Background: an optimization exercise with open tools, aiming at small area, a short achievable clock period and few clock cycles. Do not read the settings as production practice.
At most, simulation tests tie the RTL to the original design; equivalence was not proved.
No activity file was given, so power comes from the tool's default toggle rates.

## wip/cedar
==> flow/design.v (excerpt) <==
module coprocessador(
	instruction,
	clk,
	rst,
	wr,
	dataOut,
	incorrect_addr_flag,
	overflow_flag,
	done_flag
);
Settings: LEC_CHECK=0, CAP_MARGIN=10, CORE_MARGIN=2, CORE_UTILIZATION=65, CTS_BUF_LIST=sky130_fd_sc_hd__clkbuf_8 sky130_fd_sc_hd__clkbuf_16, CTS_CLUSTER_DIAMETER=60, CTS_CLUSTER_SIZE=30, PLACE_DENSITY=0.75, SLEW_MARGIN=10, TNS_END_PERCENT=5; clock period 20.0 ns.
standard.sh (not shown) runs the stock make flow with config.mk's settings and CLKGATE_MAP_FILE= SYNTH_SCRIPT=/design/flow/synth_recipe.tcl, a recipe that flattens the netlist after the stock synthesis.
==> flow/flow/run.sh <==
#!/bin/bash
# The standard layout with these changes:
#  - after the standard synthesis, its combinational logic is mapped again by
#    abc with an area-recovering script (flow/reabc.tcl, flow/area.abc); the
#    flip-flops, tie cells and adder cells stay as the standard synthesis made
#    them, with their names;
#  - plain buffers (instead of delay cells) on the ports;
#  - a clock tree without dummy loads.
set -euo pipefail
R="$PWD/orfs/results/${FLOW_PLATFORM}/coprocessador/base"
CTS='-sink_clustering_enable -repair_clock_nets -sink_clustering_size 30 -sink_clustering_max_diameter 60 -buf_list {sky130_fd_sc_hd__clkbuf_8 sky130_fd_sc_hd__clkbuf_16} -dont_use_dummy_load'
ARGS=(SETUP_SLACK_MARGIN=15 'BUFFER_PORTS_ARGS=-buffer_cell sky130_fd_sc_hd__buf_4' "CTS_ARGS=$CTS")
bash standard.sh "${ARGS[@]}" "$R/1_2_yosys.v" > flow_synth.log 2>&1
cp "$R/1_2_yosys.v" "$R/1_2_yosys_standard.v"
REABC_LIB="${FLOW_HOME}/platforms/${FLOW_PLATFORM}/lib/sky130_fd_sc_hd__tt_025C_1v80.lib" \
REABC_IN="$R/1_2_yosys_standard.v" REABC_OUT="$R/1_2_yosys.v" REABC_TOP="$FLOW_TOP" \
REABC_SCRIPT="$PWD/flow/area.abc" \
  yosys -c flow/reabc.tcl > flow_reabc.log 2>&1
bash standard.sh "${ARGS[@]}" finish > flow_make.log 2>&1
Other scripts of this flow, unchanged in this note and not shown: flow/flow/area.abc, flow/flow/reabc.tcl
Testbench counts of wip/cedar, summed over its fixed seeds: cycles 27,000.
The following lists how wip/willow was set up differently from wip/cedar:
- removing TNS_END_PERCENT (formerly 5)
## What came out
- Delta (wip/willow minus wip/cedar): worst hold slack decreased 0.019 ns; number of buffers and inverters on the critical path decreased 2; cell depth of the worst flop-to-flop path decreased 1; final routed wirelength across all metal layers increased about 1.7%.
- The cell total after placement of wip/willow and that of wip/cedar are within noise of each other.
- There was hardly any difference in share of the clock period used by the worst path after layout between wip/willow and wip/cedar.
- For the fraction of met2 tracks used by global routing, wip/willow came in 1.5 points higher than wip/cedar did.

Setup of v32:
Starting RTL as in the previous note.
clock: 20.0 ns
lec_check: 0
cap_margin: 10
core_margin: 2
core_utilization: 65
cts_buf_list: sky130_fd_sc_hd__clkbuf_8 sky130_fd_sc_hd__clkbuf_16
cts_cluster_diameter: 60
cts_cluster_size: 30
place_density: 0.75
slew_margin: 10
==> flow/flow/run.sh <==
#!/bin/bash
# The standard layout with these changes:
#  - after the standard synthesis, its combinational logic is mapped again by
#    abc with an area-recovering script (flow/reabc.tcl, flow/area.abc); the
#    flip-flops, tie cells and adder cells stay as the standard synthesis made
#    them, with their names;
#  - plain buffers (instead of delay cells) on the ports;
#  - a clock tree without dummy loads.
set -euo pipefail
R="$PWD/orfs/results/${FLOW_PLATFORM}/coprocessador/base"
CTS='-sink_clustering_enable -repair_clock_nets -sink_clustering_size 30 -sink_clustering_max_diameter 60 -buf_list {sky130_fd_sc_hd__clkbuf_8 sky130_fd_sc_hd__clkbuf_16} -dont_use_dummy_load'
ARGS=(SETUP_SLACK_MARGIN=14.95 'BUFFER_PORTS_ARGS=-buffer_cell sky130_fd_sc_hd__buf_4' "CTS_ARGS=$CTS")
bash standard.sh "${ARGS[@]}" "$R/1_2_yosys.v" > flow_synth.log 2>&1
cp "$R/1_2_yosys.v" "$R/1_2_yosys_standard.v"
REABC_LIB="${FLOW_HOME}/platforms/${FLOW_PLATFORM}/lib/sky130_fd_sc_hd__tt_025C_1v80.lib" \
REABC_IN="$R/1_2_yosys_standard.v" REABC_OUT="$R/1_2_yosys.v" REABC_TOP="$FLOW_TOP" \
REABC_SCRIPT="$PWD/flow/area.abc" \
  yosys -c flow/reabc.tcl > flow_reabc.log 2>&1
bash standard.sh "${ARGS[@]}" finish > flow_make.log 2>&1
Other scripts of this flow, unchanged in this note and not shown: flow/flow/area.abc, flow/flow/reabc.tcl
v32: full flow OK, the timing, design-rule and antenna checks passed
Testbench counts of v32, summed over its fixed seeds: cycles 27,000.
#### Input delta (v48 over v32)
# v32
export LEC_CHECK = 0
export CAP_MARGIN = 10
export CORE_MARGIN = 2
export CORE_UTILIZATION = 65
export CTS_BUF_LIST = sky130_fd_sc_hd__clkbuf_8 sky130_fd_sc_hd__clkbuf_16
export CTS_CLUSTER_DIAMETER = 60
export CTS_CLUSTER_SIZE = 30
export PLACE_DENSITY = 0.75
export SLEW_MARGIN = 10
create_clock -name core_clock -period 20.0 [get_ports {clk}]
# v48
export LEC_CHECK = 0
export CAP_MARGIN = 10
export CORE_MARGIN = 2
export CORE_UTILIZATION = 65
export CTS_BUF_LIST = sky130_fd_sc_hd__clkbuf_8 sky130_fd_sc_hd__clkbuf_16
export CTS_CLUSTER_DIAMETER = 60
export CTS_CLUSTER_SIZE = 30
export GPL_ROUTABILITY_DRIVEN = 0
export PLACE_DENSITY = 0.75
export SLEW_MARGIN = 10
create_clock -name core_clock -period 20.0 [get_ports {clk}]
-- flow/flow/run.sh --
<<< v32, line 12
ARGS=(SETUP_SLACK_MARGIN=14.95 'BUFFER_PORTS_ARGS=-buffer_cell sky130_fd_sc_hd__buf_4' "CTS_ARGS=$CTS")
>>> v48, line 12
ARGS=(SETUP_SLACK_MARGIN=15 'BUFFER_PORTS_ARGS=-buffer_cell sky130_fd_sc_hd__buf_4' "CTS_ARGS=$CTS")
Number of detailed-route iterations in the first pass (v48 over v32): decrease, 5
Sort v48 and v32 by post-route met1 wirelength, descending, and v32 comes first.
v48 and v32 ended up with roughly the same reported combinational group power.
Summary: placed wire-length estimate, v48 better than v32
Of v48 and v32, v48 shows the higher clock network fraction of design power, with v32 below it.
## Diff of input files: v25 against v48
# v48
export LEC_CHECK = 0
export CAP_MARGIN = 10
export CORE_MARGIN = 2
export CORE_UTILIZATION = 65
export CTS_BUF_LIST = sky130_fd_sc_hd__clkbuf_8 sky130_fd_sc_hd__clkbuf_16
export CTS_CLUSTER_DIAMETER = 60
export CTS_CLUSTER_SIZE = 30
export GPL_ROUTABILITY_DRIVEN = 0
export PLACE_DENSITY = 0.75
export SLEW_MARGIN = 10
create_clock -name core_clock -period 20.0 [get_ports {clk}]
# v25
export LEC_CHECK = 0
export CAP_MARGIN = 40
export CORE_MARGIN = 2
export CORE_UTILIZATION = 65
export CTS_BUF_LIST = sky130_fd_sc_hd__clkbuf_8 sky130_fd_sc_hd__clkbuf_16
export CTS_CLUSTER_DIAMETER = 60
export CTS_CLUSTER_SIZE = 30
export PLACE_DENSITY = 0.75
export SLEW_MARGIN = 40
create_clock -name core_clock -period 20.0 [get_ports {clk}]
==> comparison <==
- v25 closes out successfully: all stages finished, all timing, DRC and antenna checks passed.
- v48 reached the end of the flow, and the finished layout is clean on the timing, design-rule and antenna checks.
- Between v48 and v25, the cell area after placement does not differ in any meaningful way.
- Comparing v48 with v25, the design area came out essentially unchanged.
- Going from v48 to v25, the placed wire-length estimate was found to have gone up by 0.89%.
- In the flow results for v25 and v48, the minimum period implied by the final worst setup slack is smaller on v48.
- Of v25 and v48, the run reporting the higher via count of the first global-routing pass was v25.
- Delta (v25 minus v48): worst reg-to-reg setup slack -90 ps, number of cells upsized or downsized after cts +about 8%, met2 capacity usage during global routing +2.4 points, met3 wire length -5.8%.
- Summary: worst setup margin, v25 worse than v48
- Pin count of the biggest net entering global routing (lower): v25
> inputs changed (v25 -> v34)
# v25
export LEC_CHECK = 0
export CAP_MARGIN = 40
export CORE_MARGIN = 2
export CORE_UTILIZATION = 65
export CTS_BUF_LIST = sky130_fd_sc_hd__clkbuf_8 sky130_fd_sc_hd__clkbuf_16
export CTS_CLUSTER_DIAMETER = 60
export CTS_CLUSTER_SIZE = 30
export PLACE_DENSITY = 0.75
export SLEW_MARGIN = 40
create_clock -name core_clock -period 20.0 [get_ports {clk}]
# v34
export LEC_CHECK = 0
export CAP_MARGIN = 10
export CORE_MARGIN = 2
export CORE_UTILIZATION = 65
export CTS_BUF_LIST = sky130_fd_sc_hd__clkbuf_8 sky130_fd_sc_hd__clkbuf_16
export CTS_CLUSTER_DIAMETER = 60
export CTS_CLUSTER_SIZE = 30
export PLACE_DENSITY = 0.75
export SLEW_MARGIN = 10
create_clock -name core_clock -period 20.0 [get_ports {clk}]
-- flow/flow/run.sh --
<<< v25, line 11
CTS='-sink_clustering_enable -repair_clock_nets -sink_clustering_size 30 -sink_clustering_max_diameter 60 -buf_list {sky130_fd_sc_hd__clkbuf_8 sky130_fd_sc_hd__clkbuf_16} -dont_use_dummy_load'
>>> v34, line 11
CTS='-sink_clustering_enable -repair_clock_nets -sink_clustering_size 30 -sink_clustering_max_diameter 80 -buf_list {sky130_fd_sc_hd__clkbuf_16} -dont_use_dummy_load'
--- outcome ---
Final critical-path share of the clock period, v25 and v34: higher on v34. Compared with v25, v34 shows a total net switching power that is about 2% lower. The final layout from v34, which completed every stage, passed the timing, design-rule and antenna checks at the end of the flow. Summary: post-route standard cell area excluding fillers, v34 better than v25. v25 and v34 ended up with roughly the same endpoint required time on the critical path. In v34 the number of antenna violations at the first check in global routing turned out 1 higher than in v25. In the tables for v25 and v34, delay of the slowest cell on the worst path reads lower with v25. v25 → v34: global-route wire length before repair decreased 1.3%, clock skew decreased by 25 ps relative to the old numbers, overall power after layout decreased by about 3.5% relative to the old numbers, antenna diode count shrank by 1.

coprocessador, a different RTL version from the one above (not shown whole).
For scale: roughly 2600 cells after synthesis, roughly 32 I/O pins, roughly 34000 µm² of cells after synthesis.
## coprocessador
module coprocessador(
	instruction,
	clk,
	rst,
	wr,
	dataOut,
	incorrect_addr_flag,
	overflow_flag,
	done_flag
);
	input [17:0] instruction;
	input clk, rst, wr;
	output reg [7:0] dataOut;
	output reg incorrect_addr_flag;
	output overflow_flag;
	output done_flag;
	localparam NOP = 3'b000, LOAD = 3'b001, STORE = 3'b010, ADD = 3'b011,
	           SUB = 3'b100, MULE = 3'b101, MULM = 3'b110, RST = 3'b111;
	wire [2:0] opcode = instruction[2:0];
	reg armed;         
	reg done;
	reg [17:0] ir;     
	reg ir_wr;
	reg st_pend;       
	reg clr_pend;      
	reg czero;         
	reg rst_q;         
	reg go_pend;       
	reg ovf;
	wire start = armed & (opcode != NOP) & ~rst;
	wire op_in = (opcode == ADD) | (opcode == SUB) | (opcode == MULE) | (opcode == MULM);
	wire start_op = start & op_in;
	assign done_flag = done;
	assign overflow_flag = ovf;
	reg is_mulm, is_mule, is_add, is_sub;
	wire [7:0] scal = ir[10:3];    
	reg act1;                  
	reg [4:0] j1, k1;          
	reg [7:0] xq [0:4];
	reg [7:0] yq;
	wire busy = act1;
	wire last1 = is_mulm ? (j1[4] & k1[4]) : j1[4];
	wire first1 = ~is_mulm | k1[0];
	wire [4:0] kn = is_mulm ? {k1[3:0], k1[4]} : 5'b00001;
	wire [4:0] jn = (is_mulm & ~k1[4]) ? j1 : {j1[3:0], j1[4]};
	always @(posedge clk) begin
		ir <= instruction;
		ir_wr <= wr;
		rst_q <= rst;
		if (rst) begin
			armed <= 1'b1;
			done <= 1'b0;
			st_pend <= 1'b0;
			clr_pend <= 1'b0;
			act1 <= 1'b0;
			go_pend <= 1'b0;
		end else begin
			armed <= (opcode == NOP);
			st_pend <= start & (opcode == STORE);
  ...
==> flow/config.mk <==
export PLATFORM = sky130hd
export DESIGN_NAME = coprocessador
export DESIGN_NICKNAME = coprocessador
export VERILOG_FILES = /design/flow/design.v
export SDC_FILE = /design/flow/constraint.sdc
export NUM_CORES = 8
export LEC_CHECK = 0
export CAP_MARGIN = 40
export CORE_MARGIN = 2
export CORE_UTILIZATION = 65
export CTS_BUF_LIST = sky130_fd_sc_hd__clkbuf_8 sky130_fd_sc_hd__clkbuf_16
export CTS_CLUSTER_DIAMETER = 60
export CTS_CLUSTER_SIZE = 30
export PLACE_DENSITY = 0.75
export SLEW_MARGIN = 40
==> flow/constraint.sdc <==
create_clock -name core_clock -period 20.0 [get_ports {clk}]
set_input_delay 4.0000 -clock core_clock [delete_from_list [all_inputs] [get_ports {clk}]]
set_output_delay 4.0000 -clock core_clock [all_outputs]
set_load 0.01 [all_outputs]
==> flow/flow/run.sh <==
#!/bin/bash
# Standard layout (standard synthesis, standard steps), with timing repair
# aimed at a setup slack of SETUP_SLACK_MARGIN ns at the design's clock
# period, plain buffers (instead of delay cells) on the ports, and a clock
# tree without dummy loads.
set -euo pipefail
CTS='-sink_clustering_enable -repair_clock_nets -sink_clustering_size 40 -sink_clustering_max_diameter 60 -buf_list {sky130_fd_sc_hd__clkbuf_16} -dont_use_dummy_load'
bash standard.sh SETUP_SLACK_MARGIN=15 'BUFFER_PORTS_ARGS=-buffer_cell sky130_fd_sc_hd__buf_4' "CTS_ARGS=$CTS" finish > flow_make.log 2>&1
The starting point passed the timing, design-rule and antenna checks.
==> next run, changes <==
--- a/flow/flow/run.sh
+++ b/flow/flow/run.sh
@@ -6,3 +6,3 @@
 set -euo pipefail
-CTS='-sink_clustering_enable -repair_clock_nets -sink_clustering_size 40 -sink_clustering_max_diameter 60 -buf_list {sky130_fd_sc_hd__clkbuf_16} -dont_use_dummy_load'
+CTS='-sink_clustering_enable -repair_clock_nets -sink_clustering_size 30 -sink_clustering_max_diameter 60 -buf_list {sky130_fd_sc_hd__clkbuf_8 sky130_fd_sc_hd__clkbuf_16} -dont_use_dummy_load'
 bash standard.sh SETUP_SLACK_MARGIN=15 'BUFFER_PORTS_ARGS=-buffer_cell sky130_fd_sc_hd__buf_4' "CTS_ARGS=$CTS" finish > flow_make.log 2>&1
Final area barely changes.
Routed wire length goes down by 0.45%.
Utilization hardly moves.
Total power stays flat.
Worst hold slack hardly moves.
Synthesized area is unchanged.
Via count hardly moves.
Worst setup slack hardly moves.
==> next run, changes <==
- CORE_UTILIZATION: 65 -> 75
- PLACE_DENSITY: 0.75 -> 0.85
After rerunning: The changed run ran to the end with no violations; total power rises by 1.3%; synthesized area is unchanged; cell area fell by 0.45%; setup slack degrades by 0.035 ns; sequential power stays flat; final cell count fell by 2.7%; routed wire length is higher by 7.5%; core utilization climbs by 11 points; register-to-register slack degrades by 0.13 ns; non-clock buffer count drops by 3.
Function was not checked in any run of this note: the RTL went through the layout flow alone.

RTL: one of the versions met above, not the one the previous note started from.
Size in the first run: roughly 2,600 cells after synthesis, ~680 flip-flops, about 0.033 mm^2 of cells after synthesis.
clock: 20.0 ns
lec_check: 0
cap_margin: 10
core_margin: 2
core_utilization: 65
cts_buf_list: sky130_fd_sc_hd__clkbuf_8 sky130_fd_sc_hd__clkbuf_16
cts_cluster_diameter: 60
cts_cluster_size: 30
place_density: 0.75
slew_margin: 10
run.sh (not shown) runs the stock make flow with config.mk's settings and CLKGATE_MAP_FILE= SYNTH_SCRIPT=/design/flow/synth_recipe.tcl, a recipe that flattens the netlist after the stock synthesis.
Stock flow here: none of the scripts above is used.
The starting point passed the timing, design-rule and antenna checks.
Testbench counts at the start, summed over its fixed seeds: cycles 27,000.
Rerun with:
==> flow/flow/run.sh (new file) <==
#!/bin/bash
# Standard layout (standard synthesis, standard steps), with timing repair
# aimed at a setup slack of SETUP_SLACK_MARGIN ns at the design's clock
# period, plain buffers (instead of delay cells) on the ports, and a clock
# tree without dummy loads.
set -euo pipefail
CTS='-sink_clustering_enable -repair_clock_nets -sink_clustering_size 30 -sink_clustering_max_diameter 60 -buf_list {sky130_fd_sc_hd__clkbuf_8 sky130_fd_sc_hd__clkbuf_16} -dont_use_dummy_load'
bash standard.sh SETUP_SLACK_MARGIN=14.9 'BUFFER_PORTS_ARGS=-buffer_cell sky130_fd_sc_hd__buf_4' "CTS_ARGS=$CTS" finish > flow_make.log 2>&1
==> flow/standard.sh (new file) <==
#!/bin/bash
# synth_recipe.tcl (not shown) runs the flow's synth.tcl, then flattens the netlist and writes it again
# the make line also repeats each setting of config.mk as NAME=value (left out here)
make -C /OpenROAD-flow-scripts/flow DESIGN_CONFIG=/design/flow/config.mk WORK_HOME=/design/flow/orfs CLKGATE_MAP_FILE= SYNTH_SCRIPT=/design/flow/synth_recipe.tcl "${@:-finish}"
--- a/flow/config.mk
+++ b/flow/config.mk
@@ -7,3 +7,3 @@
 export LEC_CHECK = 0
-export CAP_MARGIN = 10
+export CAP_MARGIN = 40
 export CORE_MARGIN = 2
@@ -14,2 +14,2 @@
 export PLACE_DENSITY = 0.75
-export SLEW_MARGIN = 10
+export SLEW_MARGIN = 40
removed: flow/run.sh
After rerunning:
- power falls by 1.1%
- non-clock buffer count rises by 25
- setup slack improved by 1.4 ns
Rerun with:
--- a/flow/flow/run.sh
+++ b/flow/flow/run.sh
@@ -7,2 +7,2 @@
 CTS='-sink_clustering_enable -repair_clock_nets -sink_clustering_size 30 -sink_clustering_max_diameter 60 -buf_list {sky130_fd_sc_hd__clkbuf_8 sky130_fd_sc_hd__clkbuf_16} -dont_use_dummy_load'
-bash standard.sh SETUP_SLACK_MARGIN=14.9 'BUFFER_PORTS_ARGS=-buffer_cell sky130_fd_sc_hd__buf_4' "CTS_ARGS=$CTS" finish > flow_make.log 2>&1
+bash standard.sh SETUP_SLACK_MARGIN=15 'BUFFER_PORTS_ARGS=-buffer_cell sky130_fd_sc_hd__buf_4' "CTS_ARGS=$CTS" finish > flow_make.log 2>&1
After rerunning: First-iteration DRC count came out lower by 6.3%. Cell area went up by about 1.6%. Register-to-register slack is better by 0.04 ns. Synthesized area does not change.

[afterwards: timing with drivers on the ports]
In the flow no input, the clock included, has a driving cell. The finished layouts below were timed again as built, in two steps. Step 1 assumes that a clkbuf_16 drives the clock port and a buf_2 every other input. Step 2, shift: input delay + t, output delay - t, t = (earliest + latest rising clock arrival at the registers) / 2. This alone moves slack from input paths to output paths. Three values: ideal ports, drivers, drivers and shift; two values: the first two.
run | t (ns) | setup slack, ns | clock arrival spread, ns | worst register clock-pin slew, ns | worst data-port slew with drivers (ns)
wip/cedar | 0.620 | 14.901 / 14.855 / 14.307 | 0.130 / 0.129 | 0.10 / 0.10 | 0.14
wip/willow | 0.627 | 14.907 / 14.849 / 14.358 | 0.085 / 0.084 | 0.11 / 0.11 | 0.07
v32 | 0.621 | 14.909 / 14.851 / 14.330 | 0.083 / 0.083 | 0.11 / 0.11 | 0.07
v48 | 0.640 | 14.923 / 14.864 / 14.330 | 0.120 / 0.121 | 0.11 / 0.11 | 0.06
v25 | 0.627 | 14.891 / 14.833 / 14.383 | 0.107 / 0.108 | 0.11 / 0.11 | 0.08
v34 | 0.657 | 14.850 / 14.793 / 14.357 | 0.086 / 0.086 | 0.12 / 0.12 | 0.05
the first run of note 3 | 0.647 | 14.920 / 14.807 / 14.160 | 0.081 / 0.081 | 0.11 / 0.11 | 0.31
the second run of note 3 | 0.652 | 14.921 / 14.825 / 14.173 | 0.074 / 0.075 | 0.11 / 0.11 | 0.32
the third run of note 3 | 0.630 | 14.886 / 14.820 / 14.190 | 0.089 / 0.090 | 0.12 / 0.12 | 0.28
the first run of note 4 | 0.657 | 13.501 / 13.474 / 12.817 | 0.059 / 0.059 | 0.11 / 0.11 | 0.12
the second run of note 4 | 0.624 | 14.907 / 14.793 / 14.169 | 0.088 / 0.088 | 0.10 / 0.10 | 0.20
the third run of note 4 | 0.639 | 14.879 / 14.763 / 14.124 | 0.110 / 0.111 | 0.10 / 0.10 | 0.27
After both steps every run listed still meets setup and hold. For the first run of note 3, which loses most, drivers alone change the setup slack by -0.113 ns; drivers and shift together by -0.760 ns.
